This design comes from an exercise in tuning for small area, a short achievable clock period and few clock cycles per item on the open sky130 flow, not from production work.
At most, simulation tests tie the RTL to the original design; equivalence was not proved.

==> 02-21: inputs <==
==> flow/design.v (excerpt) <==
module mult8(clk, nRST, c_ALL, m_busy, a_data, b_data, mult_out, m_finish);
input clk;
input nRST;
input c_ALL;
input m_busy;
input [7:0] a_data;
input [7:0] b_data;
output m_finish;
reg m_finish;
output [15:0] mult_out;
reg [15:0] mult_out;
wire pp_0_0;
wire pp_0_1;
wire pp_0_2;
wire pp_0_3;
wire pp_0_4;
wire pp_0_5;
wire pp_0_6;
wire pp_0_7;
wire pp_1_0;
wire pp_1_1;
wire pp_1_2;
wire pp_1_3;
wire pp_1_4;
wire pp_1_5;
wire pp_1_6;
wire pp_1_7;
wire pp_2_0;
wire pp_2_1;
wire pp_2_2;
wire pp_2_3;
wire pp_2_4;
wire pp_2_5;
wire pp_2_6;
wire pp_2_7;
wire pp_3_0;
wire pp_3_1;
wire pp_3_2;
wire pp_3_3;
wire pp_3_4;
wire pp_3_5;
wire pp_3_6;
wire pp_3_7;
wire pp_4_0;
wire pp_4_1;
wire pp_4_2;
wire pp_4_3;
wire pp_4_4;
wire pp_4_5;
wire pp_4_6;
wire pp_4_7;
wire pp_5_0;
wire pp_5_1;
wire pp_5_2;
wire pp_5_3;
wire pp_5_4;
wire pp_5_5;
wire pp_5_6;
wire pp_5_7;
wire pp_6_0;
wire pp_6_1;
wire pp_6_2;
wire pp_6_3;
wire pp_6_4;
wire pp_6_5;
wire pp_6_6;
wire pp_6_7;
wire pp_7_0;
wire pp_7_1;
wire pp_7_2;
wire pp_7_3;
wire pp_7_4;
wire pp_7_5;
wire pp_7_6;
wire pp_7_7;
wire s1;
wire c2;
wire s3;
wire c4;
wire s5;
wire c6;
wire s7;
wire c8;
wire s9;
wire c10;
wire s11;
wire c12;
wire s13;
wire c14;
wire s15;
wire c16;
wire s17;
wire c18;
wire s19;
wire c20;
wire s21;
wire c22;
wire s23;
wire c24;
wire s25;
wire c26;
wire s27;
wire c28;
wire s29;
wire c30;
wire s31;
wire c32;
wire s33;
wire c34;
wire s35;
wire c36;
wire s37;
wire c38;
wire s39;
wire c40;
wire s41;
wire c42;
wire s43;
wire c44;
wire s45;
wire c46;
wire s47;
wire c48;
wire s49;
wire c50;
wire s51;
wire c52;
wire s53;
wire c54;
wire s55;
wire c56;
wire s57;
wire c58;
wire s59;
wire c60;
wire s61;
wire c62;
wire s63;
wire c64;
wire s65;
wire c66;
wire s67;
wire c68;
wire s69;
wire c70;
wire s71;
wire c72;
wire s73;
wire c74;
wire s75;
wire c76;
wire s77;
wire c78;
wire s79;
wire c80;
wire s81;
wire c82;
wire s83;
wire c84;
wire [15:0] row_a, row_b, prod;
assign pp_0_0 = a_data[0] & b_data[0];
assign pp_0_1 = a_data[0] & b_data[1];
assign pp_0_2 = a_data[0] & b_data[2];
assign pp_0_3 = a_data[0] & b_data[3];
assign pp_0_4 = a_data[0] & b_data[4];
assign pp_0_5 = a_data[0] & b_data[5];
assign pp_0_6 = a_data[0] & b_data[6];
assign pp_0_7 = ~(a_data[0] & b_data[7]);
assign pp_1_0 = a_data[1] & b_data[0];
assign pp_1_1 = a_data[1] & b_data[1];
assign pp_1_2 = a_data[1] & b_data[2];
  ...
clock: 5.0 ns
lec_check: 0
cap_margin: 20
core_margin: 2
core_utilization: 40
gpl_timing_driven: 0
place_density: 0.6
setup_slack_margin: 1.5
slew_margin: 20
standard.sh (not shown) runs the stock make flow with config.mk's settings and CLKGATE_MAP_FILE= SYNTH_SCRIPT=/design/flow/synth_recipe.tcl, a recipe that flattens the netlist after the stock synthesis.
==> flow/flow/run.sh <==
#!/bin/bash
# Own layout flow: the standard flow (standard.sh), with its synthesis
# script swapped for flow/synth.tcl, which sources the standard script
# synth_recipe.tcl but skips full-adder extraction and maps with flow/map.abc.
set -euo pipefail
work=$(pwd)
export MY_WORK_DIR=$work
export MY_FLOW_DIR=$work/flow
sed -e "s#SYNTH_SCRIPT=[^ ]*#SYNTH_SCRIPT=$work/flow/synth.tcl ADDER_MAP_FILE=#" standard.sh > own_standard.sh
bash own_standard.sh > own_flow.log 2>&1
==> flow/flow/map.abc <==
strash
dch
map -D 2000
topo
stime -c
buffer -c
upsize -c -D 2000
dnsize -c -D 2000
stime -c
==> flow/flow/synth.tcl <==
# Standard synthesis (synth_recipe.tcl, sourced unchanged) with two changes made
# from outside it: no full-adder extraction (ADDER_MAP_FILE is left empty on
# make's command line) and ABC mapped with a delay-driven script.
set my_abc_script $::env(MY_FLOW_DIR)/map.abc

proc abc {args} {
  set out {}
  set skip 0
  foreach a $args {
    if {$skip} { set skip 0; continue }
    if {$a eq "-script" || $a eq "-D"} { set skip 1; continue }
    lappend out $a
  }
  puts "abc override: -script $::my_abc_script"
  yosys abc -script $::my_abc_script {*}$out
}
source $::env(MY_WORK_DIR)/synth_recipe.tcl
==> 08-13 (differences from 02-21) <==
--- a/flow/design.v
+++ b/flow/design.v
@@ -6,11 +6,10 @@
 input [7:0] a_data;
 input [7:0] b_data;
 output m_finish;
 reg m_finish;
 output [15:0] mult_out;
-reg [15:0] mult_out;
 wire pp_0_0;
 wire pp_0_1;
 wire pp_0_2;
 wire pp_0_3;
 wire pp_0_4;
@@ -155,11 +154,11 @@
 wire c80;
 wire s81;
 wire c82;
 wire s83;
 wire c84;
-wire [15:0] row_a, row_b, prod;
+wire [15:0] row_a, row_b;
 assign pp_0_0 = a_data[0] & b_data[0];
 assign pp_0_1 = a_data[0] & b_data[1];
 assign pp_0_2 = a_data[0] & b_data[2];
 assign pp_0_3 = a_data[0] & b_data[3];
 assign pp_0_4 = a_data[0] & b_data[4];
@@ -306,12 +305,17 @@
 assign c82 = (s59 & c40) | (c58 & (s59 ^ c40));
 assign s83 = pp_6_7 ^ pp_7_6 ^ c60;
 assign c84 = (pp_6_7 & pp_7_6) | (c60 & (pp_6_7 ^ pp_7_6));
 assign row_a = {1'b1, pp_7_7, s83, s81, s79, s77, s75, s73, s71, s69, s67, s65, s63, s61, pp_0_1, pp_0_0};
 assign row_b = {1'b0, c84, c82, c80, c78, c76, c74, c72, c70, c68, c66, c64, c62, pp_2_0, pp_1_0, 1'b0};
-assign prod[0:0] = row_a[0:0];
-assign prod[15:1] = row_a[15:1] + row_b[15:1];
+wire [6:0] lo_sum;
+assign lo_sum[0:0] = row_a[0:0];
+assign lo_sum[6:1] = row_a[5:1] + row_b[5:1];
+reg [5:0] lo_q;
+reg lo_c;
+reg [8:0] hi_a;
+reg [8:0] hi_b;
 always @(posedge clk or negedge nRST)
 begin
     if(nRST == 1'b0)
         m_finish <= 1'b0;
     else if(c_ALL == 1'b1)
@@ -320,8 +324,15 @@
         m_finish <= 1'b1;
 end
 always @(posedge clk)
 begin
     if(m_busy == 1'b0)
-        mult_out <= prod;
+    begin
+        lo_q <= lo_sum[5:0];
+        lo_c <= lo_sum[6];
+        hi_a <= {row_a[14], row_a[13], row_a[12], row_a[11], row_a[10], row_a[9], row_a[8], row_a[7], row_a[6]};
+        hi_b <= {row_b[14], row_b[13], row_b[12], row_b[11], row_b[10], row_b[9], row_b[8], row_b[7], row_b[6]};
+    end
 end
+assign mult_out[5:0] = lo_q;
+assign mult_out[15:6] = {1'b1, hi_a[8], hi_a[7], hi_a[6], hi_a[5], hi_a[4], hi_a[3], hi_a[2], hi_a[1], hi_a[0]} + {1'b0, hi_b[8], hi_b[7], hi_b[6], hi_b[5], hi_b[4], hi_b[3], hi_b[2], hi_b[1], hi_b[0]} + lo_c;
 endmodule
==> flow/flow/run.sh (replaced) <==
#!/bin/bash
# Own layout flow: the standard flow (standard.sh), with its synthesis
# script swapped for flow/synth.tcl, which sources the standard script
# synth_recipe.tcl but skips full-adder extraction and maps with flow/map.abc.
set -euo pipefail
work=$(pwd)
export MY_WORK_DIR=$work
export MY_FLOW_DIR=$work/flow
sed -e "s#SYNTH_SCRIPT=[^ ]*#SYNTH_SCRIPT=$work/flow/synth.tcl ADDER_MAP_FILE= BUFFER_PORTS_ARGS=\"-buffer_cell sky130_fd_sc_hd__buf_2\"#" standard.sh > own_standard.sh
bash own_standard.sh > own_flow.log 2>&1
==> flow/flow/map_out.abc (new file) <==
strash
dch
map -D 900
topo
stime -c
buffer -c
upsize -c -D 900
dnsize -c -D 900
stime -c
==> flow/flow/synth.tcl (replaced) <==
# Standard synthesis (synth_recipe.tcl, sourced unchanged) with two changes made
# from outside it: no full-adder extraction (ADDER_MAP_FILE is left empty on
# make's command line) and ABC technology mapping with delay-driven scripts:
# flow/map_out.abc for the logic between the registers and the outputs, then
# flow/map.abc for the rest.
proc abc {args} {
  set out {}
  set skip 0
  foreach a $args {
    if {$skip} { set skip 0; continue }
    if {$a eq "-script" || $a eq "-D"} { set skip 1; continue }
    lappend out $a
  }
  set dir $::env(MY_FLOW_DIR)
  if {[file exists $dir/map_out.abc]} {
    yosys select -set outcone o:* %ci*:-sky130_fd_sc_hd__edfxtp_1:-sky130_fd_sc_hd__dfrtp_1:-sky130_fd_sc_hd__dfxtp_1 t:\$_* %i
    puts "abc override: output cone with $dir/map_out.abc"
    yosys abc -script $dir/map_out.abc {*}$out @outcone
  }
  puts "abc override: rest with $dir/map.abc"
  yosys abc -script $dir/map.abc {*}$out
}
source $::env(MY_WORK_DIR)/synth_recipe.tcl
Settings changed: SETUP_SLACK_MARGIN 1.5 to 2.0.
==> 01-09 (differences from 02-21) <==
==> flow/run.sh (new file) <==
#!/bin/bash
# synth_recipe.tcl (not shown) runs the flow's synth.tcl, then flattens the netlist and writes it again
# the make line also repeats each setting of config.mk as NAME=value (left out here)
make -C /OpenROAD-flow-scripts/flow DESIGN_CONFIG=/design/flow/config.mk WORK_HOME=/design/flow/orfs CLKGATE_MAP_FILE= SYNTH_SCRIPT=/design/flow/synth_recipe.tcl finish
Settings changed: SETUP_SLACK_MARGIN 1.5 to 2.5.
removed: flow/flow/run.sh
removed: flow/flow/map.abc
removed: flow/flow/synth.tcl
removed: flow/standard.sh
==> 09-24 (differences from 02-21) <==
--- a/flow/design.v
+++ b/flow/design.v
@@ -6,11 +6,10 @@
 input [7:0] a_data;
 input [7:0] b_data;
 output m_finish;
 reg m_finish;
 output [15:0] mult_out;
-reg [15:0] mult_out;
 wire pp_0_0;
 wire pp_0_1;
 wire pp_0_2;
 wire pp_0_3;
 wire pp_0_4;
@@ -155,11 +154,11 @@
 wire c80;
 wire s81;
 wire c82;
 wire s83;
 wire c84;
-wire [15:0] row_a, row_b, prod;
+wire [15:0] row_a, row_b;
 assign pp_0_0 = a_data[0] & b_data[0];
 assign pp_0_1 = a_data[0] & b_data[1];
 assign pp_0_2 = a_data[0] & b_data[2];
 assign pp_0_3 = a_data[0] & b_data[3];
 assign pp_0_4 = a_data[0] & b_data[4];
@@ -306,12 +305,17 @@
 assign c82 = (s59 & c40) | (c58 & (s59 ^ c40));
 assign s83 = pp_6_7 ^ pp_7_6 ^ c60;
 assign c84 = (pp_6_7 & pp_7_6) | (c60 & (pp_6_7 ^ pp_7_6));
 assign row_a = {1'b1, pp_7_7, s83, s81, s79, s77, s75, s73, s71, s69, s67, s65, s63, s61, pp_0_1, pp_0_0};
 assign row_b = {1'b0, c84, c82, c80, c78, c76, c74, c72, c70, c68, c66, c64, c62, pp_2_0, pp_1_0, 1'b0};
-assign prod[0:0] = row_a[0:0];
-assign prod[15:1] = row_a[15:1] + row_b[15:1];
+wire [12:0] lo_sum;
+assign lo_sum[0:0] = row_a[0:0];
+assign lo_sum[12:1] = row_a[11:1] + row_b[11:1];
+reg [11:0] lo_q;
+reg lo_c;
+reg [2:0] hi_a;
+reg [2:0] hi_b;
 always @(posedge clk or negedge nRST)
 begin
     if(nRST == 1'b0)
         m_finish <= 1'b0;
     else if(c_ALL == 1'b1)
@@ -320,8 +324,15 @@
         m_finish <= 1'b1;
 end
 always @(posedge clk)
 begin
     if(m_busy == 1'b0)
-        mult_out <= prod;
+    begin
+        lo_q <= lo_sum[11:0];
+        lo_c <= lo_sum[12];
+        hi_a <= {row_a[14], row_a[13], row_a[12]};
+        hi_b <= {row_b[14], row_b[13], row_b[12]};
+    end
 end
+assign mult_out[11:0] = lo_q;
+assign mult_out[15:12] = {1'b1, hi_a[2], hi_a[1], hi_a[0]} + {1'b0, hi_b[2], hi_b[1], hi_b[0]} + lo_c;
 endmodule
==> flow/flow/run.sh (replaced) <==
#!/bin/bash
# Own layout flow: the standard flow (standard.sh), with its synthesis
# script swapped for flow/synth.tcl, which sources the standard script
# synth_recipe.tcl but skips full-adder extraction and maps with flow/map.abc.
set -euo pipefail
work=$(pwd)
export MY_WORK_DIR=$work
export MY_FLOW_DIR=$work/flow
sed -e "s#SYNTH_SCRIPT=[^ ]*#SYNTH_SCRIPT=$work/flow/synth.tcl ADDER_MAP_FILE= BUFFER_PORTS_ARGS=\"-buffer_cell sky130_fd_sc_hd__buf_2\"#" standard.sh > own_standard.sh
bash own_standard.sh > own_flow.log 2>&1
Settings changed: SETUP_SLACK_MARGIN 1.5 to default.
==> summary of the runs <==
09-24 ran to the end with no violations. 08-13 ran to the end with no violations. 02-21 passed the timing, DRC and antenna checks. 01-09 went through all stages and came out clean. Synthesized cell count: 02-21 > 09-24 > 08-13 > 01-09. Clock skew is the same in 09-24 and 08-13. Worst setup slack, highest first: 08-13, 09-24, 02-21, 01-09. Wire length: 01-09 is smaller than 02-21 (32%). First-iteration DRC count, highest first: 02-21, 08-13, 09-24, 01-09. The lowest fmax belongs to 01-09, the highest to 08-13. Die area, lowest first: 01-09, 08-13, 09-24, 02-21.
Testbench counts of 08-13, summed over its fixed seeds: cycles 3,200, items 3,200.
Only the layout flow was run in 02-21, 01-09 and 09-24; the RTL was not checked for function there.

-- separate check: timing with driven ports --
The results above use ideal ports. As a check the final layouts listed here were re-extracted and re-timed, cells and wires unchanged.
Step 1 assumes that a clkbuf_16 drives the clock port and a buf_2 every other input.
Step 2, shift: input delay + t, output delay - t, t = (earliest + latest rising clock arrival at the registers) / 2. This alone moves slack from input paths to output paths.
Three values: ideal, step 1, step 2; two values: the first two.
| run | t (ns) | setup WS [ns] | worst setup path at the end | worst data-port slew with drivers (ns) | cell pins on the clock port's net |
|---|---|---|---|---|---|
| 02-21 | 0.278 | 1.397 / 1.386 / 1.107 | input to register | 0.05 | 1 |
| 08-13 | 0.297 | 2.107 / 2.110 / 1.813 | input to register | 0.04 | 1 |
| 01-09 | 0.280 | 0.532 / 0.509 / 0.229 | input to register | 0.06 | 1 |
| 09-24 | 0.293 | 1.405 / 1.415 / 1.121 | input to register | 0.04 | 1 |
After both steps every run listed still meets setup and hold. For 01-09, which loses most, drivers alone change the setup slack by -0.023 ns; drivers and shift together by -0.303 ns.
